Background: an optimization exercise with open tools, aiming at small area and a short achievable clock period. Do not read the settings as production practice. Where RTL was checked, it was by simulation tests only, not by an equivalence proof against the original. Only the layout flow was run in run 2; the RTL was not checked for function there. Power is estimated from default activity; no workload was simulated.

==> flow/design.v (outline; a module is shown in full before it is edited, if it fits) <==
// module fa: 4 lines
// module ha: 4 lines
// module bcel: 3 lines
// module bceln: 3 lines
// module wallace_mult_top: 3585 lines
module wallace_mult_top (
	input  wire        clk,
	input  wire        sext_a,
	input  wire        sext_b,
	input  wire [31:0] a,
	input  wire [31:0] b,
	output wire [63:0] out
);
  // ...
==> flow/run.sh <==
#!/bin/bash
# synth_recipe.tcl (not shown) runs the flow's synth.tcl, then flattens the netlist and writes it again
# the make line also repeats each setting of config.mk as NAME=value (left out here)
make -C /OpenROAD-flow-scripts/flow DESIGN_CONFIG=/design/flow/config.mk WORK_HOME=/design/flow/orfs CLKGATE_MAP_FILE= SYNTH_SCRIPT=/design/flow/synth_recipe.tcl finish
==> flow/config.mk <==
export PLATFORM = sky130hd
export DESIGN_NAME = wallace_mult_top
export DESIGN_NICKNAME = wallace_mult_top
export VERILOG_FILES = /design/flow/design.v
export SDC_FILE = /design/flow/constraint.sdc
export NUM_CORES = 4
export LEC_CHECK = 0
export CAP_MARGIN = 20
export CORE_MARGIN = 2
export CORE_UTILIZATION = 40
export SLEW_MARGIN = 20
export SYNTH_HIERARCHICAL = 1
export SYNTH_MINIMUM_KEEP_SIZE = 0
==> flow/constraint.sdc <==
create_clock -name core_clock -period 8.5 [get_ports {clk}]
set_input_delay 1.7000 -clock core_clock [delete_from_list [all_inputs] [get_ports {clk}]]
set_output_delay 1.7000 -clock core_clock [all_outputs]
set_load 0.01 [all_outputs]
==> reports/results.ini, run 1 <==
[final_layout]
fin_cells = 3417
fillers = 6311
largest_reg_flops = 32
layout.nonclk_buf_share_pct = 6.16
num-multi-input-gates = 2029
top_register = a_r

[synthesis]
synthSimpleGateAreaFrac_pct = 3.46
syn-num-nets = 3256

[route]
vias = 21900
wl_met3_um = 12200
highest_layer = met4

[hold_path]
min_path_cells = 1
hold_path.startpoint = neg_r[0]

[sta]
rsz0062_at_grt = no
slew_violations = 0
worst_hold_slack_ps = 778

[pwr]
peakVddDrop_v = 0.000497

[floorplan]
fp.dieW_um = 267
die_h_um = 267

[outcome]
status = no timing/DRC/antenna violations

[worst_setup_path]
startpoint = x29_q
cpLargestDelayFamily = compound AO/OA/AOI/OAI gates
cp_slowest_cell = nor3_1

[cts]
clk_pin_slew_worst_paths_ps = 60

[place]
place.gp.congestion = 0.960

[global_routing]
gr-usage-met2_pct = 41.9

==> run 2, diff against run 1 <==
--- a/flow/design.v
+++ b/flow/design.v
@@ -14,2 +14,18 @@
 endmodule
+module pg00 (input wire gi, input wire pi, input wire gj, input wire pj, output wire go, output wire po);
+assign go = ~(gi | (pi & gj));
+assign po = ~(pi & pj);
+endmodule
+module pg01 (input wire gi, input wire pi, input wire gj, input wire pj, output wire go, output wire po);
+assign go = ~(gi | (pi & ~gj));
+assign po = ~(pi & ~pj);
+endmodule
+module pg10 (input wire gi, input wire pi, input wire gj, input wire pj, output wire go, output wire po);
+assign go = (~gi | (~pi & gj));
+assign po = (~pi & pj);
+endmodule
+module pg11 (input wire gi, input wire pi, input wire gj, input wire pj, output wire go, output wire po);
+assign go = (~gi | (~pi & ~gj));
+assign po = (~pi & ~pj);
+endmodule
 module wallace_mult_top (
@@ -3150,450 +3166,450 @@
 wire [63:0] p0 = x_r ^ y_r;
-wire G1_1 = g0[1] | (p0[1] & g0[0]);
-wire P1_1 = p0[1] & p0[0];
-wire G1_3 = g0[3] | (p0[3] & g0[2]);
-wire P1_3 = p0[3] & p0[2];
-wire G1_5 = g0[5] | (p0[5] & g0[4]);
-wire P1_5 = p0[5] & p0[4];
-wire G1_7 = g0[7] | (p0[7] & g0[6]);
-wire P1_7 = p0[7] & p0[6];
-wire G1_9 = g0[9] | (p0[9] & g0[8]);
-wire P1_9 = p0[9] & p0[8];
-wire G1_11 = g0[11] | (p0[11] & g0[10]);
-wire P1_11 = p0[11] & p0[10];
-wire G1_13 = g0[13] | (p0[13] & g0[12]);
-wire P1_13 = p0[13] & p0[12];
-wire G1_15 = g0[15] | (p0[15] & g0[14]);
-wire P1_15 = p0[15] & p0[14];
-wire G1_17 = g0[17] | (p0[17] & g0[16]);
-wire P1_17 = p0[17] & p0[16];
-wire G1_19 = g0[19] | (p0[19] & g0[18]);
-wire P1_19 = p0[19] & p0[18];
-wire G1_21 = g0[21] | (p0[21] & g0[20]);
-wire P1_21 = p0[21] & p0[20];
-wire G1_23 = g0[23] | (p0[23] & g0[22]);
-wire P1_23 = p0[23] & p0[22];
-wire G1_25 = g0[25] | (p0[25] & g0[24]);
-wire P1_25 = p0[25] & p0[24];
-wire G1_27 = g0[27] | (p0[27] & g0[26]);
-wire P1_27 = p0[27] & p0[26];
-wire G1_29 = g0[29] | (p0[29] & g0[28]);
-wire P1_29 = p0[29] & p0[28];
-wire G1_31 = g0[31] | (p0[31] & g0[30]);
-wire P1_31 = p0[31] & p0[30];
-wire G1_33 = g0[33] | (p0[33] & g0[32]);
-wire P1_33 = p0[33] & p0[32];
-wire G1_35 = g0[35] | (p0[35] & g0[34]);
-wire P1_35 = p0[35] & p0[34];
-wire G1_37 = g0[37] | (p0[37] & g0[36]);
-wire P1_37 = p0[37] & p0[36];
-wire G1_39 = g0[39] | (p0[39] & g0[38]);
-wire P1_39 = p0[39] & p0[38];
-wire G1_41 = g0[41] | (p0[41] & g0[40]);
-wire P1_41 = p0[41] & p0[40];
-wire G1_43 = g0[43] | (p0[43] & g0[42]);
-wire P1_43 = p0[43] & p0[42];
-wire G1_45 = g0[45] | (p0[45] & g0[44]);
-wire P1_45 = p0[45] & p0[44];
-wire G1_47 = g0[47] | (p0[47] & g0[46]);
-wire P1_47 = p0[47] & p0[46];
-wire G1_49 = g0[49] | (p0[49] & g0[48]);
-wire P1_49 = p0[49] & p0[48];
-wire G1_51 = g0[51] | (p0[51] & g0[50]);
-wire P1_51 = p0[51] & p0[50];
-wire G1_53 = g0[53] | (p0[53] & g0[52]);
-wire P1_53 = p0[53] & p0[52];
-wire G1_55 = g0[55] | (p0[55] & g0[54]);
-wire P1_55 = p0[55] & p0[54];
-wire G1_57 = g0[57] | (p0[57] & g0[56]);
-wire P1_57 = p0[57] & p0[56];
-wire G1_59 = g0[59] | (p0[59] & g0[58]);
-wire P1_59 = p0[59] & p0[58];
-wire G1_61 = g0[61] | (p0[61] & g0[60]);
-wire P1_61 = p0[61] & p0[60];
-wire G1_63 = g0[63] | (p0[63] & g0[62]);
-wire P1_63 = p0[63] & p0[62];
-wire G2_2 = g0[2] | (p0[2] & G1_1);
-wire P2_2 = p0[2] & P1_1;
-wire G2_3 = G1_3 | (P1_3 & G1_1);
-wire P2_3 = P1_3 & P1_1;
-wire G2_6 = g0[6] | (p0[6] & G1_5);
-wire P2_6 = p0[6] & P1_5;
-wire G2_7 = G1_7 | (P1_7 & G1_5);
-wire P2_7 = P1_7 & P1_5;
-wire G2_10 = g0[10] | (p0[10] & G1_9);
-wire P2_10 = p0[10] & P1_9;
-wire G2_11 = G1_11 | (P1_11 & G1_9);
-wire P2_11 = P1_11 & P1_9;
-wire G2_14 = g0[14] | (p0[14] & G1_13);
-wire P2_14 = p0[14] & P1_13;
-wire G2_15 = G1_15 | (P1_15 & G1_13);
-wire P2_15 = P1_15 & P1_13;
-wire G2_18 = g0[18] | (p0[18] & G1_17);
-wire P2_18 = p0[18] & P1_17;
-wire G2_19 = G1_19 | (P1_19 & G1_17);
-wire P2_19 = P1_19 & P1_17;
-wire G2_22 = g0[22] | (p0[22] & G1_21);
-wire P2_22 = p0[22] & P1_21;
-wire G2_23 = G1_23 | (P1_23 & G1_21);
-wire P2_23 = P1_23 & P1_21;
-wire G2_26 = g0[26] | (p0[26] & G1_25);
-wire P2_26 = p0[26] & P1_25;
-wire G2_27 = G1_27 | (P1_27 & G1_25);
-wire P2_27 = P1_27 & P1_25;
-wire G2_30 = g0[30] | (p0[30] & G1_29);
-wire P2_30 = p0[30] & P1_29;
-wire G2_31 = G1_31 | (P1_31 & G1_29);
-wire P2_31 = P1_31 & P1_29;
-wire G2_34 = g0[34] | (p0[34] & G1_33);
-wire P2_34 = p0[34] & P1_33;
-wire G2_35 = G1_35 | (P1_35 & G1_33);
-wire P2_35 = P1_35 & P1_33;
-wire G2_38 = g0[38] | (p0[38] & G1_37);
-wire P2_38 = p0[38] & P1_37;
-wire G2_39 = G1_39 | (P1_39 & G1_37);
-wire P2_39 = P1_39 & P1_37;
-wire G2_42 = g0[42] | (p0[42] & G1_41);
-wire P2_42 = p0[42] & P1_41;
-wire G2_43 = G1_43 | (P1_43 & G1_41);
-wire P2_43 = P1_43 & P1_41;
-wire G2_46 = g0[46] | (p0[46] & G1_45);
-wire P2_46 = p0[46] & P1_45;
-wire G2_47 = G1_47 | (P1_47 & G1_45);
-wire P2_47 = P1_47 & P1_45;
-wire G2_50 = g0[50] | (p0[50] & G1_49);
-wire P2_50 = p0[50] & P1_49;
-wire G2_51 = G1_51 | (P1_51 & G1_49);
-wire P2_51 = P1_51 & P1_49;
-wire G2_54 = g0[54] | (p0[54] & G1_53);
-wire P2_54 = p0[54] & P1_53;
-wire G2_55 = G1_55 | (P1_55 & G1_53);
-wire P2_55 = P1_55 & P1_53;
-wire G2_58 = g0[58] | (p0[58] & G1_57);
-wire P2_58 = p0[58] & P1_57;
-wire G2_59 = G1_59 | (P1_59 & G1_57);
-wire P2_59 = P1_59 & P1_57;
-wire G2_62 = g0[62] | (p0[62] & G1_61);
-wire P2_62 = p0[62] & P1_61;
-wire G2_63 = G1_63 | (P1_63 & G1_61);
-wire P2_63 = P1_63 & P1_61;
-wire G3_4 = g0[4] | (p0[4] & G2_3);
-wire P3_4 = p0[4] & P2_3;
-wire G3_5 = G1_5 | (P1_5 & G2_3);
-wire P3_5 = P1_5 & P2_3;
-wire G3_6 = G2_6 | (P2_6 & G2_3);
-wire P3_6 = P2_6 & P2_3;
-wire G3_7 = G2_7 | (P2_7 & G2_3);
-wire P3_7 = P2_7 & P2_3;
-wire G3_12 = g0[12] | (p0[12] & G2_11);
-wire P3_12 = p0[12] & P2_11;
-wire G3_13 = G1_13 | (P1_13 & G2_11);
-wire P3_13 = P1_13 & P2_11;
-wire G3_14 = G2_14 | (P2_14 & G2_11);
-wire P3_14 = P2_14 & P2_11;
-wire G3_15 = G2_15 | (P2_15 & G2_11);
-wire P3_15 = P2_15 & P2_11;
-wire G3_20 = g0[20] | (p0[20] & G2_19);
-wire P3_20 = p0[20] & P2_19;
-wire G3_21 = G1_21 | (P1_21 & G2_19);
-wire P3_21 = P1_21 & P2_19;
-wire G3_22 = G2_22 | (P2_22 & G2_19);
-wire P3_22 = P2_22 & P2_19;
-wire G3_23 = G2_23 | (P2_23 & G2_19);
-wire P3_23 = P2_23 & P2_19;
-wire G3_28 = g0[28] | (p0[28] & G2_27);
-wire P3_28 = p0[28] & P2_27;
-wire G3_29 = G1_29 | (P1_29 & G2_27);
-wire P3_29 = P1_29 & P2_27;
-wire G3_30 = G2_30 | (P2_30 & G2_27);
-wire P3_30 = P2_30 & P2_27;
-wire G3_31 = G2_31 | (P2_31 & G2_27);
-wire P3_31 = P2_31 & P2_27;
-wire G3_36 = g0[36] | (p0[36] & G2_35);
-wire P3_36 = p0[36] & P2_35;
-wire G3_37 = G1_37 | (P1_37 & G2_35);
-wire P3_37 = P1_37 & P2_35;
-wire G3_38 = G2_38 | (P2_38 & G2_35);
-wire P3_38 = P2_38 & P2_35;
-wire G3_39 = G2_39 | (P2_39 & G2_35);
-wire P3_39 = P2_39 & P2_35;
-wire G3_44 = g0[44] | (p0[44] & G2_43);
-wire P3_44 = p0[44] & P2_43;
-wire G3_45 = G1_45 | (P1_45 & G2_43);
-wire P3_45 = P1_45 & P2_43;
-wire G3_46 = G2_46 | (P2_46 & G2_43);
-wire P3_46 = P2_46 & P2_43;
-wire G3_47 = G2_47 | (P2_47 & G2_43);
-wire P3_47 = P2_47 & P2_43;
-wire G3_52 = g0[52] | (p0[52] & G2_51);
-wire P3_52 = p0[52] & P2_51;
-wire G3_53 = G1_53 | (P1_53 & G2_51);
-wire P3_53 = P1_53 & P2_51;
-wire G3_54 = G2_54 | (P2_54 & G2_51);
-wire P3_54 = P2_54 & P2_51;
-wire G3_55 = G2_55 | (P2_55 & G2_51);
-wire P3_55 = P2_55 & P2_51;
-wire G3_60 = g0[60] | (p0[60] & G2_59);
-wire P3_60 = p0[60] & P2_59;
-wire G3_61 = G1_61 | (P1_61 & G2_59);
-wire P3_61 = P1_61 & P2_59;
-wire G3_62 = G2_62 | (P2_62 & G2_59);
-wire P3_62 = P2_62 & P2_59;
-wire G3_63 = G2_63 | (P2_63 & G2_59);
-wire P3_63 = P2_63 & P2_59;
-wire G4_8 = g0[8] | (p0[8] & G3_7);
-wire P4_8 = p0[8] & P3_7;
-wire G4_9 = G1_9 | (P1_9 & G3_7);
-wire P4_9 = P1_9 & P3_7;
-wire G4_10 = G2_10 | (P2_10 & G3_7);
-wire P4_10 = P2_10 & P3_7;
-wire G4_11 = G2_11 | (P2_11 & G3_7);
-wire P4_11 = P2_11 & P3_7;
-wire G4_12 = G3_12 | (P3_12 & G3_7);
-wire P4_12 = P3_12 & P3_7;
-wire G4_13 = G3_13 | (P3_13 & G3_7);
-wire P4_13 = P3_13 & P3_7;
-wire G4_14 = G3_14 | (P3_14 & G3_7);
-wire P4_14 = P3_14 & P3_7;
-wire G4_15 = G3_15 | (P3_15 & G3_7);
-wire P4_15 = P3_15 & P3_7;
-wire G4_24 = g0[24] | (p0[24] & G3_23);
-wire P4_24 = p0[24] & P3_23;
-wire G4_25 = G1_25 | (P1_25 & G3_23);
-wire P4_25 = P1_25 & P3_23;
-wire G4_26 = G2_26 | (P2_26 & G3_23);
-wire P4_26 = P2_26 & P3_23;
-wire G4_27 = G2_27 | (P2_27 & G3_23);
-wire P4_27 = P2_27 & P3_23;
-wire G4_28 = G3_28 | (P3_28 & G3_23);
-wire P4_28 = P3_28 & P3_23;
-wire G4_29 = G3_29 | (P3_29 & G3_23);
-wire P4_29 = P3_29 & P3_23;
-wire G4_30 = G3_30 | (P3_30 & G3_23);
-wire P4_30 = P3_30 & P3_23;
-wire G4_31 = G3_31 | (P3_31 & G3_23);
-wire P4_31 = P3_31 & P3_23;
-wire G4_40 = g0[40] | (p0[40] & G3_39);
-wire P4_40 = p0[40] & P3_39;
-wire G4_41 = G1_41 | (P1_41 & G3_39);
-wire P4_41 = P1_41 & P3_39;
-wire G4_42 = G2_42 | (P2_42 & G3_39);
-wire P4_42 = P2_42 & P3_39;
-wire G4_43 = G2_43 | (P2_43 & G3_39);
-wire P4_43 = P2_43 & P3_39;
-wire G4_44 = G3_44 | (P3_44 & G3_39);
-wire P4_44 = P3_44 & P3_39;
-wire G4_45 = G3_45 | (P3_45 & G3_39);
-wire P4_45 = P3_45 & P3_39;
-wire G4_46 = G3_46 | (P3_46 & G3_39);
-wire P4_46 = P3_46 & P3_39;
-wire G4_47 = G3_47 | (P3_47 & G3_39);
-wire P4_47 = P3_47 & P3_39;
-wire G4_56 = g0[56] | (p0[56] & G3_55);
-wire P4_56 = p0[56] & P3_55;
-wire G4_57 = G1_57 | (P1_57 & G3_55);
-wire P4_57 = P1_57 & P3_55;
-wire G4_58 = G2_58 | (P2_58 & G3_55);
-wire P4_58 = P2_58 & P3_55;
-wire G4_59 = G2_59 | (P2_59 & G3_55);
-wire P4_59 = P2_59 & P3_55;
-wire G4_60 = G3_60 | (P3_60 & G3_55);
-wire P4_60 = P3_60 & P3_55;
-wire G4_61 = G3_61 | (P3_61 & G3_55);
-wire P4_61 = P3_61 & P3_55;
-wire G4_62 = G3_62 | (P3_62 & G3_55);
-wire P4_62 = P3_62 & P3_55;
-wire G4_63 = G3_63 | (P3_63 & G3_55);
-wire P4_63 = P3_63 & P3_55;
-wire G5_16 = g0[16] | (p0[16] & G4_15);
-wire P5_16 = p0[16] & P4_15;
-wire G5_17 = G1_17 | (P1_17 & G4_15);
-wire P5_17 = P1_17 & P4_15;
-wire G5_18 = G2_18 | (P2_18 & G4_15);
-wire P5_18 = P2_18 & P4_15;
-wire G5_19 = G2_19 | (P2_19 & G4_15);
-wire P5_19 = P2_19 & P4_15;
-wire G5_20 = G3_20 | (P3_20 & G4_15);
-wire P5_20 = P3_20 & P4_15;
-wire G5_21 = G3_21 | (P3_21 & G4_15);
-wire P5_21 = P3_21 & P4_15;
-wire G5_22 = G3_22 | (P3_22 & G4_15);
-wire P5_22 = P3_22 & P4_15;
-wire G5_23 = G3_23 | (P3_23 & G4_15);
-wire P5_23 = P3_23 & P4_15;
-wire G5_24 = G4_24 | (P4_24 & G4_15);
-wire P5_24 = P4_24 & P4_15;
-wire G5_25 = G4_25 | (P4_25 & G4_15);
-wire P5_25 = P4_25 & P4_15;
-wire G5_26 = G4_26 | (P4_26 & G4_15);
-wire P5_26 = P4_26 & P4_15;
-wire G5_27 = G4_27 | (P4_27 & G4_15);
-wire P5_27 = P4_27 & P4_15;
-wire G5_28 = G4_28 | (P4_28 & G4_15);
-wire P5_28 = P4_28 & P4_15;
-wire G5_29 = G4_29 | (P4_29 & G4_15);
-wire P5_29 = P4_29 & P4_15;
-wire G5_30 = G4_30 | (P4_30 & G4_15);
-wire P5_30 = P4_30 & P4_15;
-wire G5_31 = G4_31 | (P4_31 & G4_15);
-wire P5_31 = P4_31 & P4_15;
-wire G5_48 = g0[48] | (p0[48] & G4_47);
-wire P5_48 = p0[48] & P4_47;
-wire G5_49 = G1_49 | (P1_49 & G4_47);
-wire P5_49 = P1_49 & P4_47;
-wire G5_50 = G2_50 | (P2_50 & G4_47);
-wire P5_50 = P2_50 & P4_47;
-wire G5_51 = G2_51 | (P2_51 & G4_47);
-wire P5_51 = P2_51 & P4_47;
-wire G5_52 = G3_52 | (P3_52 & G4_47);
-wire P5_52 = P3_52 & P4_47;
-wire G5_53 = G3_53 | (P3_53 & G4_47);
-wire P5_53 = P3_53 & P4_47;
-wire G5_54 = G3_54 | (P3_54 & G4_47);
-wire P5_54 = P3_54 & P4_47;
-wire G5_55 = G3_55 | (P3_55 & G4_47);
-wire P5_55 = P3_55 & P4_47;
-wire G5_56 = G4_56 | (P4_56 & G4_47);
-wire P5_56 = P4_56 & P4_47;
-wire G5_57 = G4_57 | (P4_57 & G4_47);
-wire P5_57 = P4_57 & P4_47;
-wire G5_58 = G4_58 | (P4_58 & G4_47);
-wire P5_58 = P4_58 & P4_47;
-wire G5_59 = G4_59 | (P4_59 & G4_47);
-wire P5_59 = P4_59 & P4_47;
-wire G5_60 = G4_60 | (P4_60 & G4_47);
-wire P5_60 = P4_60 & P4_47;
-wire G5_61 = G4_61 | (P4_61 & G4_47);
-wire P5_61 = P4_61 & P4_47;
-wire G5_62 = G4_62 | (P4_62 & G4_47);
-wire P5_62 = P4_62 & P4_47;
-wire G5_63 = G4_63 | (P4_63 & G4_47);
-wire P5_63 = P4_63 & P4_47;
-wire G6_32 = g0[32] | (p0[32] & G5_31);
-wire P6_32 = p0[32] & P5_31;
-wire G6_33 = G1_33 | (P1_33 & G5_31);
-wire P6_33 = P1_33 & P5_31;
-wire G6_34 = G2_34 | (P2_34 & G5_31);
-wire P6_34 = P2_34 & P5_31;
-wire G6_35 = G2_35 | (P2_35 & G5_31);
-wire P6_35 = P2_35 & P5_31;
-wire G6_36 = G3_36 | (P3_36 & G5_31);
-wire P6_36 = P3_36 & P5_31;
-wire G6_37 = G3_37 | (P3_37 & G5_31);
-wire P6_37 = P3_37 & P5_31;
-wire G6_38 = G3_38 | (P3_38 & G5_31);
-wire P6_38 = P3_38 & P5_31;
-wire G6_39 = G3_39 | (P3_39 & G5_31);
-wire P6_39 = P3_39 & P5_31;
-wire G6_40 = G4_40 | (P4_40 & G5_31);
-wire P6_40 = P4_40 & P5_31;
-wire G6_41 = G4_41 | (P4_41 & G5_31);
-wire P6_41 = P4_41 & P5_31;
-wire G6_42 = G4_42 | (P4_42 & G5_31);
-wire P6_42 = P4_42 & P5_31;
-wire G6_43 = G4_43 | (P4_43 & G5_31);
-wire P6_43 = P4_43 & P5_31;
-wire G6_44 = G4_44 | (P4_44 & G5_31);
-wire P6_44 = P4_44 & P5_31;
-wire G6_45 = G4_45 | (P4_45 & G5_31);
-wire P6_45 = P4_45 & P5_31;
-wire G6_46 = G4_46 | (P4_46 & G5_31);
-wire P6_46 = P4_46 & P5_31;
-wire G6_47 = G4_47 | (P4_47 & G5_31);
-wire P6_47 = P4_47 & P5_31;
-wire G6_48 = G5_48 | (P5_48 & G5_31);
-wire P6_48 = P5_48 & P5_31;
-wire G6_49 = G5_49 | (P5_49 & G5_31);
-wire P6_49 = P5_49 & P5_31;
-wire G6_50 = G5_50 | (P5_50 & G5_31);
-wire P6_50 = P5_50 & P5_31;
-wire G6_51 = G5_51 | (P5_51 & G5_31);
-wire P6_51 = P5_51 & P5_31;
-wire G6_52 = G5_52 | (P5_52 & G5_31);
-wire P6_52 = P5_52 & P5_31;
-wire G6_53 = G5_53 | (P5_53 & G5_31);
-wire P6_53 = P5_53 & P5_31;
-wire G6_54 = G5_54 | (P5_54 & G5_31);
-wire P6_54 = P5_54 & P5_31;
-wire G6_55 = G5_55 | (P5_55 & G5_31);
-wire P6_55 = P5_55 & P5_31;
-wire G6_56 = G5_56 | (P5_56 & G5_31);
-wire P6_56 = P5_56 & P5_31;
-wire G6_57 = G5_57 | (P5_57 & G5_31);
-wire P6_57 = P5_57 & P5_31;
-wire G6_58 = G5_58 | (P5_58 & G5_31);
-wire P6_58 = P5_58 & P5_31;
-wire G6_59 = G5_59 | (P5_59 & G5_31);
-wire P6_59 = P5_59 & P5_31;
-wire G6_60 = G5_60 | (P5_60 & G5_31);
-wire P6_60 = P5_60 & P5_31;
-wire G6_61 = G5_61 | (P5_61 & G5_31);
-wire P6_61 = P5_61 & P5_31;
-wire G6_62 = G5_62 | (P5_62 & G5_31);
-wire P6_62 = P5_62 & P5_31;
-wire G6_63 = G5_63 | (P5_63 & G5_31);
-wire P6_63 = P5_63 & P5_31;
+wire G1_1, P1_1;
+pg00 u_G1_1 (.gi(g0[1]), .pi(p0[1]), .gj(g0[0]), .pj(p0[0]), .go(G1_1), .po(P1_1));
+wire G1_3, P1_3;
+pg00 u_G1_3 (.gi(g0[3]), .pi(p0[3]), .gj(g0[2]), .pj(p0[2]), .go(G1_3), .po(P1_3));
+wire G1_5, P1_5;
+pg00 u_G1_5 (.gi(g0[5]), .pi(p0[5]), .gj(g0[4]), .pj(p0[4]), .go(G1_5), .po(P1_5));
+wire G1_7, P1_7;
+pg00 u_G1_7 (.gi(g0[7]), .pi(p0[7]), .gj(g0[6]), .pj(p0[6]), .go(G1_7), .po(P1_7));
+wire G1_9, P1_9;
+pg00 u_G1_9 (.gi(g0[9]), .pi(p0[9]), .gj(g0[8]), .pj(p0[8]), .go(G1_9), .po(P1_9));
+wire G1_11, P1_11;
+pg00 u_G1_11 (.gi(g0[11]), .pi(p0[11]), .gj(g0[10]), .pj(p0[10]), .go(G1_11), .po(P1_11));
+wire G1_13, P1_13;
+pg00 u_G1_13 (.gi(g0[13]), .pi(p0[13]), .gj(g0[12]), .pj(p0[12]), .go(G1_13), .po(P1_13));
+wire G1_15, P1_15;
+pg00 u_G1_15 (.gi(g0[15]), .pi(p0[15]), .gj(g0[14]), .pj(p0[14]), .go(G1_15), .po(P1_15));
+wire G1_17, P1_17;
+pg00 u_G1_17 (.gi(g0[17]), .pi(p0[17]), .gj(g0[16]), .pj(p0[16]), .go(G1_17), .po(P1_17));
+wire G1_19, P1_19;
+pg00 u_G1_19 (.gi(g0[19]), .pi(p0[19]), .gj(g0[18]), .pj(p0[18]), .go(G1_19), .po(P1_19));
+wire G1_21, P1_21;
+pg00 u_G1_21 (.gi(g0[21]), .pi(p0[21]), .gj(g0[20]), .pj(p0[20]), .go(G1_21), .po(P1_21));
+wire G1_23, P1_23;
+pg00 u_G1_23 (.gi(g0[23]), .pi(p0[23]), .gj(g0[22]), .pj(p0[22]), .go(G1_23), .po(P1_23));
+wire G1_25, P1_25;
+pg00 u_G1_25 (.gi(g0[25]), .pi(p0[25]), .gj(g0[24]), .pj(p0[24]), .go(G1_25), .po(P1_25));
+wire G1_27, P1_27;
+pg00 u_G1_27 (.gi(g0[27]), .pi(p0[27]), .gj(g0[26]), .pj(p0[26]), .go(G1_27), .po(P1_27));
+wire G1_29, P1_29;
+pg00 u_G1_29 (.gi(g0[29]), .pi(p0[29]), .gj(g0[28]), .pj(p0[28]), .go(G1_29), .po(P1_29));
+wire G1_31, P1_31;
+pg00 u_G1_31 (.gi(g0[31]), .pi(p0[31]), .gj(g0[30]), .pj(p0[30]), .go(G1_31), .po(P1_31));
+wire G1_33, P1_33;
+pg00 u_G1_33 (.gi(g0[33]), .pi(p0[33]), .gj(g0[32]), .pj(p0[32]), .go(G1_33), .po(P1_33));
+wire G1_35, P1_35;
+pg00 u_G1_35 (.gi(g0[35]), .pi(p0[35]), .gj(g0[34]), .pj(p0[34]), .go(G1_35), .po(P1_35));
+wire G1_37, P1_37;
+pg00 u_G1_37 (.gi(g0[37]), .pi(p0[37]), .gj(g0[36]), .pj(p0[36]), .go(G1_37), .po(P1_37));
+wire G1_39, P1_39;
+pg00 u_G1_39 (.gi(g0[39]), .pi(p0[39]), .gj(g0[38]), .pj(p0[38]), .go(G1_39), .po(P1_39));
+wire G1_41, P1_41;
+pg00 u_G1_41 (.gi(g0[41]), .pi(p0[41]), .gj(g0[40]), .pj(p0[40]), .go(G1_41), .po(P1_41));
+wire G1_43, P1_43;
+pg00 u_G1_43 (.gi(g0[43]), .pi(p0[43]), .gj(g0[42]), .pj(p0[42]), .go(G1_43), .po(P1_43));
+wire G1_45, P1_45;
+pg00 u_G1_45 (.gi(g0[45]), .pi(p0[45]), .gj(g0[44]), .pj(p0[44]), .go(G1_45), .po(P1_45));
+wire G1_47, P1_47;
+pg00 u_G1_47 (.gi(g0[47]), .pi(p0[47]), .gj(g0[46]), .pj(p0[46]), .go(G1_47), .po(P1_47));
+wire G1_49, P1_49;
+pg00 u_G1_49 (.gi(g0[49]), .pi(p0[49]), .gj(g0[48]), .pj(p0[48]), .go(G1_49), .po(P1_49));
+wire G1_51, P1_51;
+pg00 u_G1_51 (.gi(g0[51]), .pi(p0[51]), .gj(g0[50]), .pj(p0[50]), .go(G1_51), .po(P1_51));
+wire G1_53, P1_53;
+pg00 u_G1_53 (.gi(g0[53]), .pi(p0[53]), .gj(g0[52]), .pj(p0[52]), .go(G1_53), .po(P1_53));
+wire G1_55, P1_55;
+pg00 u_G1_55 (.gi(g0[55]), .pi(p0[55]), .gj(g0[54]), .pj(p0[54]), .go(G1_55), .po(P1_55));
+wire G1_57, P1_57;
+pg00 u_G1_57 (.gi(g0[57]), .pi(p0[57]), .gj(g0[56]), .pj(p0[56]), .go(G1_57), .po(P1_57));
+wire G1_59, P1_59;
+pg00 u_G1_59 (.gi(g0[59]), .pi(p0[59]), .gj(g0[58]), .pj(p0[58]), .go(G1_59), .po(P1_59));
+wire G1_61, P1_61;
+pg00 u_G1_61 (.gi(g0[61]), .pi(p0[61]), .gj(g0[60]), .pj(p0[60]), .go(G1_61), .po(P1_61));
+wire G1_63, P1_63;
+pg00 u_G1_63 (.gi(g0[63]), .pi(p0[63]), .gj(g0[62]), .pj(p0[62]), .go(G1_63), .po(P1_63));
+wire G2_2, P2_2;
+pg01 u_G2_2 (.gi(g0[2]), .pi(p0[2]), .gj(G1_1), .pj(P1_1), .go(G2_2), .po(P2_2));
+wire G2_3, P2_3;
+pg11 u_G2_3 (.gi(G1_3), .pi(P1_3), .gj(G1_1), .pj(P1_1), .go(G2_3), .po(P2_3));
+wire G2_6, P2_6;
+pg01 u_G2_6 (.gi(g0[6]), .pi(p0[6]), .gj(G1_5), .pj(P1_5), .go(G2_6), .po(P2_6));
+wire G2_7, P2_7;
+pg11 u_G2_7 (.gi(G1_7), .pi(P1_7), .gj(G1_5), .pj(P1_5), .go(G2_7), .po(P2_7));
+wire G2_10, P2_10;
+pg01 u_G2_10 (.gi(g0[10]), .pi(p0[10]), .gj(G1_9), .pj(P1_9), .go(G2_10), .po(P2_10));
+wire G2_11, P2_11;
+pg11 u_G2_11 (.gi(G1_11), .pi(P1_11), .gj(G1_9), .pj(P1_9), .go(G2_11), .po(P2_11));
+wire G2_14, P2_14;
+pg01 u_G2_14 (.gi(g0[14]), .pi(p0[14]), .gj(G1_13), .pj(P1_13), .go(G2_14), .po(P2_14));
+wire G2_15, P2_15;
+pg11 u_G2_15 (.gi(G1_15), .pi(P1_15), .gj(G1_13), .pj(P1_13), .go(G2_15), .po(P2_15));
+wire G2_18, P2_18;
+pg01 u_G2_18 (.gi(g0[18]), .pi(p0[18]), .gj(G1_17), .pj(P1_17), .go(G2_18), .po(P2_18));
+wire G2_19, P2_19;
+pg11 u_G2_19 (.gi(G1_19), .pi(P1_19), .gj(G1_17), .pj(P1_17), .go(G2_19), .po(P2_19));
+wire G2_22, P2_22;
+pg01 u_G2_22 (.gi(g0[22]), .pi(p0[22]), .gj(G1_21), .pj(P1_21), .go(G2_22), .po(P2_22));
+wire G2_23, P2_23;
+pg11 u_G2_23 (.gi(G1_23), .pi(P1_23), .gj(G1_21), .pj(P1_21), .go(G2_23), .po(P2_23));
+wire G2_26, P2_26;
+pg01 u_G2_26 (.gi(g0[26]), .pi(p0[26]), .gj(G1_25), .pj(P1_25), .go(G2_26), .po(P2_26));
+wire G2_27, P2_27;
+pg11 u_G2_27 (.gi(G1_27), .pi(P1_27), .gj(G1_25), .pj(P1_25), .go(G2_27), .po(P2_27));
+wire G2_30, P2_30;
+pg01 u_G2_30 (.gi(g0[30]), .pi(p0[30]), .gj(G1_29), .pj(P1_29), .go(G2_30), .po(P2_30));
+wire G2_31, P2_31;
+pg11 u_G2_31 (.gi(G1_31), .pi(P1_31), .gj(G1_29), .pj(P1_29), .go(G2_31), .po(P2_31));
+wire G2_34, P2_34;
+pg01 u_G2_34 (.gi(g0[34]), .pi(p0[34]), .gj(G1_33), .pj(P1_33), .go(G2_34), .po(P2_34));
+wire G2_35, P2_35;
+pg11 u_G2_35 (.gi(G1_35), .pi(P1_35), .gj(G1_33), .pj(P1_33), .go(G2_35), .po(P2_35));
+wire G2_38, P2_38;
+pg01 u_G2_38 (.gi(g0[38]), .pi(p0[38]), .gj(G1_37), .pj(P1_37), .go(G2_38), .po(P2_38));
+wire G2_39, P2_39;
+pg11 u_G2_39 (.gi(G1_39), .pi(P1_39), .gj(G1_37), .pj(P1_37), .go(G2_39), .po(P2_39));
+wire G2_42, P2_42;
+pg01 u_G2_42 (.gi(g0[42]), .pi(p0[42]), .gj(G1_41), .pj(P1_41), .go(G2_42), .po(P2_42));
+wire G2_43, P2_43;
+pg11 u_G2_43 (.gi(G1_43), .pi(P1_43), .gj(G1_41), .pj(P1_41), .go(G2_43), .po(P2_43));
+wire G2_46, P2_46;
+pg01 u_G2_46 (.gi(g0[46]), .pi(p0[46]), .gj(G1_45), .pj(P1_45), .go(G2_46), .po(P2_46));
+wire G2_47, P2_47;
+pg11 u_G2_47 (.gi(G1_47), .pi(P1_47), .gj(G1_45), .pj(P1_45), .go(G2_47), .po(P2_47));
+wire G2_50, P2_50;
+pg01 u_G2_50 (.gi(g0[50]), .pi(p0[50]), .gj(G1_49), .pj(P1_49), .go(G2_50), .po(P2_50));
+wire G2_51, P2_51;
+pg11 u_G2_51 (.gi(G1_51), .pi(P1_51), .gj(G1_49), .pj(P1_49), .go(G2_51), .po(P2_51));
+wire G2_54, P2_54;
+pg01 u_G2_54 (.gi(g0[54]), .pi(p0[54]), .gj(G1_53), .pj(P1_53), .go(G2_54), .po(P2_54));
+wire G2_55, P2_55;
+pg11 u_G2_55 (.gi(G1_55), .pi(P1_55), .gj(G1_53), .pj(P1_53), .go(G2_55), .po(P2_55));
+wire G2_58, P2_58;
+pg01 u_G2_58 (.gi(g0[58]), .pi(p0[58]), .gj(G1_57), .pj(P1_57), .go(G2_58), .po(P2_58));
+wire G2_59, P2_59;
+pg11 u_G2_59 (.gi(G1_59), .pi(P1_59), .gj(G1_57), .pj(P1_57), .go(G2_59), .po(P2_59));
+wire G2_62, P2_62;
+pg01 u_G2_62 (.gi(g0[62]), .pi(p0[62]), .gj(G1_61), .pj(P1_61), .go(G2_62), .po(P2_62));
+wire G2_63, P2_63;
+pg11 u_G2_63 (.gi(G1_63), .pi(P1_63), .gj(G1_61), .pj(P1_61), .go(G2_63), .po(P2_63));
+wire G3_4, P3_4;
+pg00 u_G3_4 (.gi(g0[4]), .pi(p0[4]), .gj(G2_3), .pj(P2_3), .go(G3_4), .po(P3_4));
+wire G3_5, P3_5;
+pg10 u_G3_5 (.gi(G1_5), .pi(P1_5), .gj(G2_3), .pj(P2_3), .go(G3_5), .po(P3_5));
+wire G3_6, P3_6;
+pg10 u_G3_6 (.gi(G2_6), .pi(P2_6), .gj(G2_3), .pj(P2_3), .go(G3_6), .po(P3_6));
+wire G3_7, P3_7;
+pg00 u_G3_7 (.gi(G2_7), .pi(P2_7), .gj(G2_3), .pj(P2_3), .go(G3_7), .po(P3_7));
+wire G3_12, P3_12;
+pg00 u_G3_12 (.gi(g0[12]), .pi(p0[12]), .gj(G2_11), .pj(P2_11), .go(G3_12), .po(P3_12));
+wire G3_13, P3_13;
+pg10 u_G3_13 (.gi(G1_13), .pi(P1_13), .gj(G2_11), .pj(P2_11), .go(G3_13), .po(P3_13));
+wire G3_14, P3_14;
+pg10 u_G3_14 (.gi(G2_14), .pi(P2_14), .gj(G2_11), .pj(P2_11), .go(G3_14), .po(P3_14));
+wire G3_15, P3_15;
+pg00 u_G3_15 (.gi(G2_15), .pi(P2_15), .gj(G2_11), .pj(P2_11), .go(G3_15), .po(P3_15));
+wire G3_20, P3_20;
+pg00 u_G3_20 (.gi(g0[20]), .pi(p0[20]), .gj(G2_19), .pj(P2_19), .go(G3_20), .po(P3_20));
+wire G3_21, P3_21;
+pg10 u_G3_21 (.gi(G1_21), .pi(P1_21), .gj(G2_19), .pj(P2_19), .go(G3_21), .po(P3_21));
+wire G3_22, P3_22;
+pg10 u_G3_22 (.gi(G2_22), .pi(P2_22), .gj(G2_19), .pj(P2_19), .go(G3_22), .po(P3_22));
+wire G3_23, P3_23;
+pg00 u_G3_23 (.gi(G2_23), .pi(P2_23), .gj(G2_19), .pj(P2_19), .go(G3_23), .po(P3_23));
+wire G3_28, P3_28;
+pg00 u_G3_28 (.gi(g0[28]), .pi(p0[28]), .gj(G2_27), .pj(P2_27), .go(G3_28), .po(P3_28));
+wire G3_29, P3_29;
+pg10 u_G3_29 (.gi(G1_29), .pi(P1_29), .gj(G2_27), .pj(P2_27), .go(G3_29), .po(P3_29));
+wire G3_30, P3_30;
+pg10 u_G3_30 (.gi(G2_30), .pi(P2_30), .gj(G2_27), .pj(P2_27), .go(G3_30), .po(P3_30));
+wire G3_31, P3_31;
+pg00 u_G3_31 (.gi(G2_31), .pi(P2_31), .gj(G2_27), .pj(P2_27), .go(G3_31), .po(P3_31));
+wire G3_36, P3_36;
+pg00 u_G3_36 (.gi(g0[36]), .pi(p0[36]), .gj(G2_35), .pj(P2_35), .go(G3_36), .po(P3_36));
+wire G3_37, P3_37;
+pg10 u_G3_37 (.gi(G1_37), .pi(P1_37), .gj(G2_35), .pj(P2_35), .go(G3_37), .po(P3_37));
+wire G3_38, P3_38;
+pg10 u_G3_38 (.gi(G2_38), .pi(P2_38), .gj(G2_35), .pj(P2_35), .go(G3_38), .po(P3_38));
+wire G3_39, P3_39;
+pg00 u_G3_39 (.gi(G2_39), .pi(P2_39), .gj(G2_35), .pj(P2_35), .go(G3_39), .po(P3_39));
+wire G3_44, P3_44;
+pg00 u_G3_44 (.gi(g0[44]), .pi(p0[44]), .gj(G2_43), .pj(P2_43), .go(G3_44), .po(P3_44));
+wire G3_45, P3_45;
+pg10 u_G3_45 (.gi(G1_45), .pi(P1_45), .gj(G2_43), .pj(P2_43), .go(G3_45), .po(P3_45));
+wire G3_46, P3_46;
+pg10 u_G3_46 (.gi(G2_46), .pi(P2_46), .gj(G2_43), .pj(P2_43), .go(G3_46), .po(P3_46));
+wire G3_47, P3_47;
+pg00 u_G3_47 (.gi(G2_47), .pi(P2_47), .gj(G2_43), .pj(P2_43), .go(G3_47), .po(P3_47));
+wire G3_52, P3_52;
+pg00 u_G3_52 (.gi(g0[52]), .pi(p0[52]), .gj(G2_51), .pj(P2_51), .go(G3_52), .po(P3_52));
+wire G3_53, P3_53;
+pg10 u_G3_53 (.gi(G1_53), .pi(P1_53), .gj(G2_51), .pj(P2_51), .go(G3_53), .po(P3_53));
+wire G3_54, P3_54;
+pg10 u_G3_54 (.gi(G2_54), .pi(P2_54), .gj(G2_51), .pj(P2_51), .go(G3_54), .po(P3_54));
+wire G3_55, P3_55;
+pg00 u_G3_55 (.gi(G2_55), .pi(P2_55), .gj(G2_51), .pj(P2_51), .go(G3_55), .po(P3_55));
+wire G3_60, P3_60;
+pg00 u_G3_60 (.gi(g0[60]), .pi(p0[60]), .gj(G2_59), .pj(P2_59), .go(G3_60), .po(P3_60));
+wire G3_61, P3_61;
+pg10 u_G3_61 (.gi(G1_61), .pi(P1_61), .gj(G2_59), .pj(P2_59), .go(G3_61), .po(P3_61));
+wire G3_62, P3_62;
+pg10 u_G3_62 (.gi(G2_62), .pi(P2_62), .gj(G2_59), .pj(P2_59), .go(G3_62), .po(P3_62));
+wire G3_63, P3_63;
+pg00 u_G3_63 (.gi(G2_63), .pi(P2_63), .gj(G2_59), .pj(P2_59), .go(G3_63), .po(P3_63));
+wire G4_8, P4_8;
+pg01 u_G4_8 (.gi(g0[8]), .pi(p0[8]), .gj(G3_7), .pj(P3_7), .go(G4_8), .po(P4_8));
+wire G4_9, P4_9;
+pg11 u_G4_9 (.gi(G1_9), .pi(P1_9), .gj(G3_7), .pj(P3_7), .go(G4_9), .po(P4_9));
+wire G4_10, P4_10;
+pg11 u_G4_10 (.gi(G2_10), .pi(P2_10), .gj(G3_7), .pj(P3_7), .go(G4_10), .po(P4_10));
+wire G4_11, P4_11;
+pg01 u_G4_11 (.gi(G2_11), .pi(P2_11), .gj(G3_7), .pj(P3_7), .go(G4_11), .po(P4_11));
+wire G4_12, P4_12;
+pg11 u_G4_12 (.gi(G3_12), .pi(P3_12), .gj(G3_7), .pj(P3_7), .go(G4_12), .po(P4_12));
+wire G4_13, P4_13;
+pg01 u_G4_13 (.gi(G3_13), .pi(P3_13), .gj(G3_7), .pj(P3_7), .go(G4_13), .po(P4_13));
+wire G4_14, P4_14;
+pg01 u_G4_14 (.gi(G3_14), .pi(P3_14), .gj(G3_7), .pj(P3_7), .go(G4_14), .po(P4_14));
+wire G4_15, P4_15;
+pg11 u_G4_15 (.gi(G3_15), .pi(P3_15), .gj(G3_7), .pj(P3_7), .go(G4_15), .po(P4_15));
+wire G4_24, P4_24;
+pg01 u_G4_24 (.gi(g0[24]), .pi(p0[24]), .gj(G3_23), .pj(P3_23), .go(G4_24), .po(P4_24));
+wire G4_25, P4_25;
+pg11 u_G4_25 (.gi(G1_25), .pi(P1_25), .gj(G3_23), .pj(P3_23), .go(G4_25), .po(P4_25));
+wire G4_26, P4_26;
+pg11 u_G4_26 (.gi(G2_26), .pi(P2_26), .gj(G3_23), .pj(P3_23), .go(G4_26), .po(P4_26));
+wire G4_27, P4_27;
+pg01 u_G4_27 (.gi(G2_27), .pi(P2_27), .gj(G3_23), .pj(P3_23), .go(G4_27), .po(P4_27));
+wire G4_28, P4_28;
+pg11 u_G4_28 (.gi(G3_28), .pi(P3_28), .gj(G3_23), .pj(P3_23), .go(G4_28), .po(P4_28));
+wire G4_29, P4_29;
+pg01 u_G4_29 (.gi(G3_29), .pi(P3_29), .gj(G3_23), .pj(P3_23), .go(G4_29), .po(P4_29));
+wire G4_30, P4_30;
+pg01 u_G4_30 (.gi(G3_30), .pi(P3_30), .gj(G3_23), .pj(P3_23), .go(G4_30), .po(P4_30));
+wire G4_31, P4_31;
+pg11 u_G4_31 (.gi(G3_31), .pi(P3_31), .gj(G3_23), .pj(P3_23), .go(G4_31), .po(P4_31));
+wire G4_40, P4_40;
+pg01 u_G4_40 (.gi(g0[40]), .pi(p0[40]), .gj(G3_39), .pj(P3_39), .go(G4_40), .po(P4_40));
+wire G4_41, P4_41;
+pg11 u_G4_41 (.gi(G1_41), .pi(P1_41), .gj(G3_39), .pj(P3_39), .go(G4_41), .po(P4_41));
+wire G4_42, P4_42;
+pg11 u_G4_42 (.gi(G2_42), .pi(P2_42), .gj(G3_39), .pj(P3_39), .go(G4_42), .po(P4_42));
+wire G4_43, P4_43;
+pg01 u_G4_43 (.gi(G2_43), .pi(P2_43), .gj(G3_39), .pj(P3_39), .go(G4_43), .po(P4_43));
+wire G4_44, P4_44;
+pg11 u_G4_44 (.gi(G3_44), .pi(P3_44), .gj(G3_39), .pj(P3_39), .go(G4_44), .po(P4_44));
+wire G4_45, P4_45;
+pg01 u_G4_45 (.gi(G3_45), .pi(P3_45), .gj(G3_39), .pj(P3_39), .go(G4_45), .po(P4_45));
+wire G4_46, P4_46;
+pg01 u_G4_46 (.gi(G3_46), .pi(P3_46), .gj(G3_39), .pj(P3_39), .go(G4_46), .po(P4_46));
+wire G4_47, P4_47;
+pg11 u_G4_47 (.gi(G3_47), .pi(P3_47), .gj(G3_39), .pj(P3_39), .go(G4_47), .po(P4_47));
+wire G4_56, P4_56;
+pg01 u_G4_56 (.gi(g0[56]), .pi(p0[56]), .gj(G3_55), .pj(P3_55), .go(G4_56), .po(P4_56));
+wire G4_57, P4_57;
+pg11 u_G4_57 (.gi(G1_57), .pi(P1_57), .gj(G3_55), .pj(P3_55), .go(G4_57), .po(P4_57));
+wire G4_58, P4_58;
+pg11 u_G4_58 (.gi(G2_58), .pi(P2_58), .gj(G3_55), .pj(P3_55), .go(G4_58), .po(P4_58));
+wire G4_59, P4_59;
+pg01 u_G4_59 (.gi(G2_59), .pi(P2_59), .gj(G3_55), .pj(P3_55), .go(G4_59), .po(P4_59));
+wire G4_60, P4_60;
+pg11 u_G4_60 (.gi(G3_60), .pi(P3_60), .gj(G3_55), .pj(P3_55), .go(G4_60), .po(P4_60));
+wire G4_61, P4_61;
+pg01 u_G4_61 (.gi(G3_61), .pi(P3_61), .gj(G3_55), .pj(P3_55), .go(G4_61), .po(P4_61));
+wire G4_62, P4_62;
+pg01 u_G4_62 (.gi(G3_62), .pi(P3_62), .gj(G3_55), .pj(P3_55), .go(G4_62), .po(P4_62));
+wire G4_63, P4_63;
+pg11 u_G4_63 (.gi(G3_63), .pi(P3_63), .gj(G3_55), .pj(P3_55), .go(G4_63), .po(P4_63));
+wire G5_16, P5_16;
+pg00 u_G5_16 (.gi(g0[16]), .pi(p0[16]), .gj(G4_15), .pj(P4_15), .go(G5_16), .po(P5_16));
+wire G5_17, P5_17;
+pg10 u_G5_17 (.gi(G1_17), .pi(P1_17), .gj(G4_15), .pj(P4_15), .go(G5_17), .po(P5_17));
+wire G5_18, P5_18;
+pg10 u_G5_18 (.gi(G2_18), .pi(P2_18), .gj(G4_15), .pj(P4_15), .go(G5_18), .po(P5_18));
+wire G5_19, P5_19;
+pg00 u_G5_19 (.gi(G2_19), .pi(P2_19), .gj(G4_15), .pj(P4_15), .go(G5_19), .po(P5_19));
+wire G5_20, P5_20;
+pg10 u_G5_20 (.gi(G3_20), .pi(P3_20), .gj(G4_15), .pj(P4_15), .go(G5_20), .po(P5_20));
+wire G5_21, P5_21;
+pg00 u_G5_21 (.gi(G3_21), .pi(P3_21), .gj(G4_15), .pj(P4_15), .go(G5_21), .po(P5_21));
+wire G5_22, P5_22;
+pg00 u_G5_22 (.gi(G3_22), .pi(P3_22), .gj(G4_15), .pj(P4_15), .go(G5_22), .po(P5_22));
+wire G5_23, P5_23;
+pg10 u_G5_23 (.gi(G3_23), .pi(P3_23), .gj(G4_15), .pj(P4_15), .go(G5_23), .po(P5_23));
+wire G5_24, P5_24;
+pg10 u_G5_24 (.gi(G4_24), .pi(P4_24), .gj(G4_15), .pj(P4_15), .go(G5_24), .po(P5_24));
+wire G5_25, P5_25;
+pg00 u_G5_25 (.gi(G4_25), .pi(P4_25), .gj(G4_15), .pj(P4_15), .go(G5_25), .po(P5_25));
+wire G5_26, P5_26;
+pg00 u_G5_26 (.gi(G4_26), .pi(P4_26), .gj(G4_15), .pj(P4_15), .go(G5_26), .po(P5_26));
+wire G5_27, P5_27;
+pg10 u_G5_27 (.gi(G4_27), .pi(P4_27), .gj(G4_15), .pj(P4_15), .go(G5_27), .po(P5_27));
+wire G5_28, P5_28;
+pg00 u_G5_28 (.gi(G4_28), .pi(P4_28), .gj(G4_15), .pj(P4_15), .go(G5_28), .po(P5_28));
+wire G5_29, P5_29;
+pg10 u_G5_29 (.gi(G4_29), .pi(P4_29), .gj(G4_15), .pj(P4_15), .go(G5_29), .po(P5_29));
+wire G5_30, P5_30;
+pg10 u_G5_30 (.gi(G4_30), .pi(P4_30), .gj(G4_15), .pj(P4_15), .go(G5_30), .po(P5_30));
+wire G5_31, P5_31;
+pg00 u_G5_31 (.gi(G4_31), .pi(P4_31), .gj(G4_15), .pj(P4_15), .go(G5_31), .po(P5_31));
+wire G5_48, P5_48;
+pg00 u_G5_48 (.gi(g0[48]), .pi(p0[48]), .gj(G4_47), .pj(P4_47), .go(G5_48), .po(P5_48));
+wire G5_49, P5_49;
+pg10 u_G5_49 (.gi(G1_49), .pi(P1_49), .gj(G4_47), .pj(P4_47), .go(G5_49), .po(P5_49));
+wire G5_50, P5_50;
+pg10 u_G5_50 (.gi(G2_50), .pi(P2_50), .gj(G4_47), .pj(P4_47), .go(G5_50), .po(P5_50));
+wire G5_51, P5_51;
+pg00 u_G5_51 (.gi(G2_51), .pi(P2_51), .gj(G4_47), .pj(P4_47), .go(G5_51), .po(P5_51));
+wire G5_52, P5_52;
+pg10 u_G5_52 (.gi(G3_52), .pi(P3_52), .gj(G4_47), .pj(P4_47), .go(G5_52), .po(P5_52));
+wire G5_53, P5_53;
+pg00 u_G5_53 (.gi(G3_53), .pi(P3_53), .gj(G4_47), .pj(P4_47), .go(G5_53), .po(P5_53));
+wire G5_54, P5_54;
+pg00 u_G5_54 (.gi(G3_54), .pi(P3_54), .gj(G4_47), .pj(P4_47), .go(G5_54), .po(P5_54));
+wire G5_55, P5_55;
+pg10 u_G5_55 (.gi(G3_55), .pi(P3_55), .gj(G4_47), .pj(P4_47), .go(G5_55), .po(P5_55));
+wire G5_56, P5_56;
+pg10 u_G5_56 (.gi(G4_56), .pi(P4_56), .gj(G4_47), .pj(P4_47), .go(G5_56), .po(P5_56));
+wire G5_57, P5_57;
+pg00 u_G5_57 (.gi(G4_57), .pi(P4_57), .gj(G4_47), .pj(P4_47), .go(G5_57), .po(P5_57));
+wire G5_58, P5_58;
+pg00 u_G5_58 (.gi(G4_58), .pi(P4_58), .gj(G4_47), .pj(P4_47), .go(G5_58), .po(P5_58));
+wire G5_59, P5_59;
+pg10 u_G5_59 (.gi(G4_59), .pi(P4_59), .gj(G4_47), .pj(P4_47), .go(G5_59), .po(P5_59));
+wire G5_60, P5_60;
+pg00 u_G5_60 (.gi(G4_60), .pi(P4_60), .gj(G4_47), .pj(P4_47), .go(G5_60), .po(P5_60));
+wire G5_61, P5_61;
+pg10 u_G5_61 (.gi(G4_61), .pi(P4_61), .gj(G4_47), .pj(P4_47), .go(G5_61), .po(P5_61));
+wire G5_62, P5_62;
+pg10 u_G5_62 (.gi(G4_62), .pi(P4_62), .gj(G4_47), .pj(P4_47), .go(G5_62), .po(P5_62));
+wire G5_63, P5_63;
+pg00 u_G5_63 (.gi(G4_63), .pi(P4_63), .gj(G4_47), .pj(P4_47), .go(G5_63), .po(P5_63));
+wire G6_32, P6_32;
+pg01 u_G6_32 (.gi(g0[32]), .pi(p0[32]), .gj(G5_31), .pj(P5_31), .go(G6_32), .po(P6_32));
+wire G6_33, P6_33;
+pg11 u_G6_33 (.gi(G1_33), .pi(P1_33), .gj(G5_31), .pj(P5_31), .go(G6_33), .po(P6_33));
+wire G6_34, P6_34;
+pg11 u_G6_34 (.gi(G2_34), .pi(P2_34), .gj(G5_31), .pj(P5_31), .go(G6_34), .po(P6_34));
+wire G6_35, P6_35;
+pg01 u_G6_35 (.gi(G2_35), .pi(P2_35), .gj(G5_31), .pj(P5_31), .go(G6_35), .po(P6_35));
+wire G6_36, P6_36;
+pg11 u_G6_36 (.gi(G3_36), .pi(P3_36), .gj(G5_31), .pj(P5_31), .go(G6_36), .po(P6_36));
+wire G6_37, P6_37;
+pg01 u_G6_37 (.gi(G3_37), .pi(P3_37), .gj(G5_31), .pj(P5_31), .go(G6_37), .po(P6_37));
+wire G6_38, P6_38;
+pg01 u_G6_38 (.gi(G3_38), .pi(P3_38), .gj(G5_31), .pj(P5_31), .go(G6_38), .po(P6_38));
+wire G6_39, P6_39;
+pg11 u_G6_39 (.gi(G3_39), .pi(P3_39), .gj(G5_31), .pj(P5_31), .go(G6_39), .po(P6_39));
+wire G6_40, P6_40;
+pg11 u_G6_40 (.gi(G4_40), .pi(P4_40), .gj(G5_31), .pj(P5_31), .go(G6_40), .po(P6_40));
+wire G6_41, P6_41;
+pg01 u_G6_41 (.gi(G4_41), .pi(P4_41), .gj(G5_31), .pj(P5_31), .go(G6_41), .po(P6_41));
+wire G6_42, P6_42;
+pg01 u_G6_42 (.gi(G4_42), .pi(P4_42), .gj(G5_31), .pj(P5_31), .go(G6_42), .po(P6_42));
+wire G6_43, P6_43;
+pg11 u_G6_43 (.gi(G4_43), .pi(P4_43), .gj(G5_31), .pj(P5_31), .go(G6_43), .po(P6_43));
+wire G6_44, P6_44;
+pg01 u_G6_44 (.gi(G4_44), .pi(P4_44), .gj(G5_31), .pj(P5_31), .go(G6_44), .po(P6_44));
+wire G6_45, P6_45;
+pg11 u_G6_45 (.gi(G4_45), .pi(P4_45), .gj(G5_31), .pj(P5_31), .go(G6_45), .po(P6_45));
+wire G6_46, P6_46;
+pg11 u_G6_46 (.gi(G4_46), .pi(P4_46), .gj(G5_31), .pj(P5_31), .go(G6_46), .po(P6_46));
+wire G6_47, P6_47;
+pg01 u_G6_47 (.gi(G4_47), .pi(P4_47), .gj(G5_31), .pj(P5_31), .go(G6_47), .po(P6_47));
+wire G6_48, P6_48;
+pg11 u_G6_48 (.gi(G5_48), .pi(P5_48), .gj(G5_31), .pj(P5_31), .go(G6_48), .po(P6_48));
+wire G6_49, P6_49;
+pg01 u_G6_49 (.gi(G5_49), .pi(P5_49), .gj(G5_31), .pj(P5_31), .go(G6_49), .po(P6_49));
+wire G6_50, P6_50;
+pg01 u_G6_50 (.gi(G5_50), .pi(P5_50), .gj(G5_31), .pj(P5_31), .go(G6_50), .po(P6_50));
+wire G6_51, P6_51;
+pg11 u_G6_51 (.gi(G5_51), .pi(P5_51), .gj(G5_31), .pj(P5_31), .go(G6_51), .po(P6_51));
+wire G6_52, P6_52;
+pg01 u_G6_52 (.gi(G5_52), .pi(P5_52), .gj(G5_31), .pj(P5_31), .go(G6_52), .po(P6_52));
+wire G6_53, P6_53;
+pg11 u_G6_53 (.gi(G5_53), .pi(P5_53), .gj(G5_31), .pj(P5_31), .go(G6_53), .po(P6_53));
+wire G6_54, P6_54;
+pg11 u_G6_54 (.gi(G5_54), .pi(P5_54), .gj(G5_31), .pj(P5_31), .go(G6_54), .po(P6_54));
+wire G6_55, P6_55;
+pg01 u_G6_55 (.gi(G5_55), .pi(P5_55), .gj(G5_31), .pj(P5_31), .go(G6_55), .po(P6_55));
+wire G6_56, P6_56;
+pg01 u_G6_56 (.gi(G5_56), .pi(P5_56), .gj(G5_31), .pj(P5_31), .go(G6_56), .po(P6_56));
+wire G6_57, P6_57;
+pg11 u_G6_57 (.gi(G5_57), .pi(P5_57), .gj(G5_31), .pj(P5_31), .go(G6_57), .po(P6_57));
+wire G6_58, P6_58;
+pg11 u_G6_58 (.gi(G5_58), .pi(P5_58), .gj(G5_31), .pj(P5_31), .go(G6_58), .po(P6_58));
+wire G6_59, P6_59;
+pg01 u_G6_59 (.gi(G5_59), .pi(P5_59), .gj(G5_31), .pj(P5_31), .go(G6_59), .po(P6_59));
+wire G6_60, P6_60;
+pg11 u_G6_60 (.gi(G5_60), .pi(P5_60), .gj(G5_31), .pj(P5_31), .go(G6_60), .po(P6_60));
+wire G6_61, P6_61;
+pg01 u_G6_61 (.gi(G5_61), .pi(P5_61), .gj(G5_31), .pj(P5_31), .go(G6_61), .po(P6_61));
+wire G6_62, P6_62;
+pg01 u_G6_62 (.gi(G5_62), .pi(P5_62), .gj(G5_31), .pj(P5_31), .go(G6_62), .po(P6_62));
+wire G6_63, P6_63;
+pg11 u_G6_63 (.gi(G5_63), .pi(P5_63), .gj(G5_31), .pj(P5_31), .go(G6_63), .po(P6_63));
 assign out[0] = p0[0];
 assign out[1] = p0[1] ^ g0[0];
-assign out[2] = p0[2] ^ G1_1;
-assign out[3] = p0[3] ^ G2_2;
+assign out[2] = p0[2] ^ ~G1_1;
+assign out[3] = p0[3] ^ ~G2_2;
 assign out[4] = p0[4] ^ G2_3;
-assign out[5] = p0[5] ^ G3_4;
+assign out[5] = p0[5] ^ ~G3_4;
 assign out[6] = p0[6] ^ G3_5;
 assign out[7] = p0[7] ^ G3_6;
-assign out[8] = p0[8] ^ G3_7;
-assign out[9] = p0[9] ^ G4_8;
+assign out[8] = p0[8] ^ ~G3_7;
+assign out[9] = p0[9] ^ ~G4_8;
 assign out[10] = p0[10] ^ G4_9;
 assign out[11] = p0[11] ^ G4_10;
-assign out[12] = p0[12] ^ G4_11;
+assign out[12] = p0[12] ^ ~G4_11;
 assign out[13] = p0[13] ^ G4_12;
-assign out[14] = p0[14] ^ G4_13;
-assign out[15] = p0[15] ^ G4_14;
+assign out[14] = p0[14] ^ ~G4_13;
+assign out[15] = p0[15] ^ ~G4_14;
 assign out[16] = p0[16] ^ G4_15;
-assign out[17] = p0[17] ^ G5_16;
+assign out[17] = p0[17] ^ ~G5_16;
 assign out[18] = p0[18] ^ G5_17;
 assign out[19] = p0[19] ^ G5_18;
-assign out[20] = p0[20] ^ G5_19;
+assign out[20] = p0[20] ^ ~G5_19;
 assign out[21] = p0[21] ^ G5_20;
-assign out[22] = p0[22] ^ G5_21;
-assign out[23] = p0[23] ^ G5_22;
+assign out[22] = p0[22] ^ ~G5_21;
+assign out[23] = p0[23] ^ ~G5_22;
 assign out[24] = p0[24] ^ G5_23;
 assign out[25] = p0[25] ^ G5_24;
-assign out[26] = p0[26] ^ G5_25;
-assign out[27] = p0[27] ^ G5_26;
+assign out[26] = p0[26] ^ ~G5_25;
+assign out[27] = p0[27] ^ ~G5_26;
 assign out[28] = p0[28] ^ G5_27;
-assign out[29] = p0[29] ^ G5_28;
+assign out[29] = p0[29] ^ ~G5_28;
 assign out[30] = p0[30] ^ G5_29;
 assign out[31] = p0[31] ^ G5_30;
-assign out[32] = p0[32] ^ G5_31;
-assign out[33] = p0[33] ^ G6_32;
+assign out[32] = p0[32] ^ ~G5_31;
+assign out[33] = p0[33] ^ ~G6_32;
 assign out[34] = p0[34] ^ G6_33;
 assign out[35] = p0[35] ^ G6_34;
-assign out[36] = p0[36] ^ G6_35;
+assign out[36] = p0[36] ^ ~G6_35;
 assign out[37] = p0[37] ^ G6_36;
-assign out[38] = p0[38] ^ G6_37;
-assign out[39] = p0[39] ^ G6_38;
+assign out[38] = p0[38] ^ ~G6_37;
+assign out[39] = p0[39] ^ ~G6_38;
 assign out[40] = p0[40] ^ G6_39;
 assign out[41] = p0[41] ^ G6_40;
-assign out[42] = p0[42] ^ G6_41;
-assign out[43] = p0[43] ^ G6_42;
+assign out[42] = p0[42] ^ ~G6_41;
+assign out[43] = p0[43] ^ ~G6_42;
 assign out[44] = p0[44] ^ G6_43;
-assign out[45] = p0[45] ^ G6_44;
+assign out[45] = p0[45] ^ ~G6_44;
 assign out[46] = p0[46] ^ G6_45;
 assign out[47] = p0[47] ^ G6_46;
-assign out[48] = p0[48] ^ G6_47;
+assign out[48] = p0[48] ^ ~G6_47;
 assign out[49] = p0[49] ^ G6_48;
-assign out[50] = p0[50] ^ G6_49;
-assign out[51] = p0[51] ^ G6_50;
+assign out[50] = p0[50] ^ ~G6_49;
+assign out[51] = p0[51] ^ ~G6_50;
 assign out[52] = p0[52] ^ G6_51;
-assign out[53] = p0[53] ^ G6_52;
+assign out[53] = p0[53] ^ ~G6_52;
 assign out[54] = p0[54] ^ G6_53;
 assign out[55] = p0[55] ^ G6_54;
-assign out[56] = p0[56] ^ G6_55;
-assign out[57] = p0[57] ^ G6_56;
+assign out[56] = p0[56] ^ ~G6_55;
+assign out[57] = p0[57] ^ ~G6_56;
 assign out[58] = p0[58] ^ G6_57;
 assign out[59] = p0[59] ^ G6_58;
-assign out[60] = p0[60] ^ G6_59;
+assign out[60] = p0[60] ^ ~G6_59;
 assign out[61] = p0[61] ^ G6_60;
-assign out[62] = p0[62] ^ G6_61;
-assign out[63] = p0[63] ^ G6_62;
+assign out[62] = p0[62] ^ ~G6_61;
+assign out[63] = p0[63] ^ ~G6_62;
 endmodule
--- a/flow/config.mk
+++ b/flow/config.mk
@@ -10,2 +10,3 @@
 export CORE_UTILIZATION = 40
+export SETUP_SLACK_MARGIN = 4.5
 export SLEW_MARGIN = 20
==> run 2 against run 1 <==
Effect of this change:
- critical endpoint is now out[35]
- global-route usage down 0.30 points
- cell count is 18% higher
- combinational power grew 21%
- critical path type unchanged
- synthesized cell count increased by 5.8%
- fmax up 40%
- cell area grew 32%
- clock-buffer cell count fell by 5
- total power rose by 17%
- flip-flop and latch count unchanged
- still clean on timing, DRC and antenna
==> reports/results.ini, run 2 <==
[pwr]
peakVddDrop_v = 0.000381  ; was 0.000497 V
power_switching_uw = 8130  ; was 6920 µW
p_leak_uw = 0.0140  ; was 0.0109 µW
seq_power_share_pct = 10.5  ; was 12.2%
pwr-share-clk_pct = 7.0  ; was 7.5%
internal_power_uw = 8920  ; was 7640 µW
p_sw_share_pct = 47.7  ; was 47.5%
combPwrFrac_pct = 82.5  ; was 80.4%

[floorplan]
die_h_um = 290  ; was 267 µm
dieArea_mm2 = 0.0840  ; was 0.0712 mm²
initial_core_util_pct = 40.5  ; was 40.4%
coreArea_mm2 = 0.0807  ; was 0.0685 mm²
fp.dieW_um = 290  ; was 267 µm
rows = 104  ; was 96

[hold_path]
min_path_cells = 1  ; unchanged
hold_class = register to register  ; unchanged

[synthesis]
yosysWarnings = 7  ; unchanged
synthCells = 2762  ; was 2,611
syn_area_mm2 = 0.0327  ; was 0.0276 mm²
syn-num-nets = 3401  ; was 3,256

[cts]
cts_tree = yes  ; unchanged
clkSinkCount = 209  ; unchanged
h-tree-depth = 1  ; unchanged
clk_latency_ps = 580  ; about the same
clk_pin_slew_worst_paths_ps = 60  ; about the same
clockBufferDepth = 3  ; unchanged
root_buffer = clkbuf_16  ; unchanged
numCtsBuffers = 26  ; was 25

[final_layout]
fillers = 6998  ; was 6,311
area_growth_pct = 21.8  ; was 9.50%
largest_reg_flops = 32  ; unchanged
final_layout_size_suffix_gt1_share_pct = 48.0  ; was 7.02%
ff_latch_area_mm2 = 0.00441  ; was 0.00424 mm²
final_common_cell = a22oi_2  ; was xnor2_1
top_register = a_r  ; unchanged
postLayoutCoreUtil_pct = 49.4  ; was 44.2%
multi_input_area_mm2 = 0.0268  ; was 0.0221 mm²
layout.nets = 3580  ; was 3,161

[route]
via_per_inst = 5.92  ; was 6.40
dr.pass1.iters = 5  ; was 7
vias = 23800  ; was 21,900
first_iter_violations = 1953  ; was 2,925
drc = 0  ; unchanged
ant_nets = 0  ; unchanged

[sta]
post-route-min-period_ps = 4650  ; was 6500 ps
rsz0062_at_grt = yes  ; was no
tns_ps = 0  ; unchanged
hold_viol_final = 0  ; unchanged
slew_headroom_pct = 50.5  ; was 26.0%
slew_violations = 0  ; unchanged
tightest_slew_ps = 742  ; was 1110 ps

[worst_setup_path]
worst_ep_required_time_ps = 6800  ; about the same
worstPathArrival_ps = 2950  ; was 4800 ps
critPathMaxFanout = 8  ; was 7
cpLargestDelayFamily = buffers and inverters  ; was compound AO/OA/AOI/OAI gates
crit_chain = ha_1 -> nand2_2 -> nor2_4 -> nand2_2 -> o21ai_2 -> a21oi_4 -> buf_12 -> buf_4 -> buf_12 -> buf_4 -> o21ai_2 -> xor2_1 -> buf_2  ; was ha_1 -> nand4_1 -> nor3_1 -> a22o_1 -> o21a_1 -> o31a_1 -> a21o_2 -> a21oi_2 -> xnor2_1 -> clkdlybuf4s50_1
worst_setup_path_end_kind = output pin  ; unchanged
cp_slowest_cell = ha_1  ; was nor3_1
cp_num_cells = 13  ; was 10
worstRegToRegCells = 10  ; unchanged
slowest_delay_ps = 380  ; was 680 ps
crit_buf_inv = 5  ; was 1
path_class = register to output pin  ; unchanged
crit_path_start_kind = register  ; unchanged

[run]
max-cap-violations = 0  ; unchanged

[global_routing]
grt-ovfl-total = 0  ; unchanged
grt_pass1_vias = 25900  ; was 23,700
grt_use_total_pct = 26.9  ; was 27.2%

[place]
place.gp.congestion = 0.896  ; was 0.960
port_buffers = 130  ; unchanged

[outcome]
status = no timing/DRC/antenna violations  ; unchanged

==> run 2: path summary, 6_finish.rpt <==
kind             from      end  slack, ps
max             y27_q  out[35]       3850
min          neg_r[0]     y0_q        600
max reg2reg   a_r[26]    y32_q       4370
min reg2reg  neg_r[0]     y0_q        600
==> run 2: metrics by stage <==
stage               hold slack [ps]  cell area [µm²]  instances  worst slack (ps)
floorplan                       332            32700       2762              4310
global placement                784            33100       3709              3120
detailed placement              781            33100       3709              3050
CTS                             624            38500       3962              3810
global route                    628            39800       4021              3710
finish                          604            39800       4023              3850
==> run 2: repair_timing <==
| action | CTS | global route |
|---|---|---|
| pin swaps | 72 | 114 |
| setup endpoints to repair | 129 | 89 |
| resized for setup | 623 | 234 |
| gates cloned | 37 | 2 |
| setup buffers | 168 | 57 |
| hold buffers | 0 | 0 |
==> run 2: power groups by stage <==
stage / clock, µW / combinational (µW) / sequential, µW
after floorplan: 0 / 7930 / 1660
after global placement: 0 / 12200 / 1800
after detailed placement: 0 / 12400 / 1810
after CTS: 1230 / 13600 / 1780
after global routing: 1270 / 15400 / 1810
final: 1200 / 14100 / 1790
==> run 2: per-layer routing <==
metal  global-route usage [%]  vias up  routed length [µm]
met5                        0        -                  13
met4                     16.0        2                8120
met3                     4.66      467                8330
met2                     45.6     1295               56100
met1                     32.0    12400               42500
li1                         -     9651                   -
==> run 2: final cells by class <==
type                       count  area share, %
tap                         1060           3.33
inverter                      96          0.987
clock inverter                19          0.572
timing repair buffer         477           15.0
sequential                   209           11.1
clock buffer                  29           1.77
antenna                        2         0.0126
multi-input combinational   2131           67.2

Setup slack of run 2, layout unchanged: 3.851 ns with ideal ports, 3.779 ns with driving cells assumed (clock clkbuf_16, inputs buf_2), 4.373 ns with port delays also shifted by the 0.641 ns mid clock arrival.
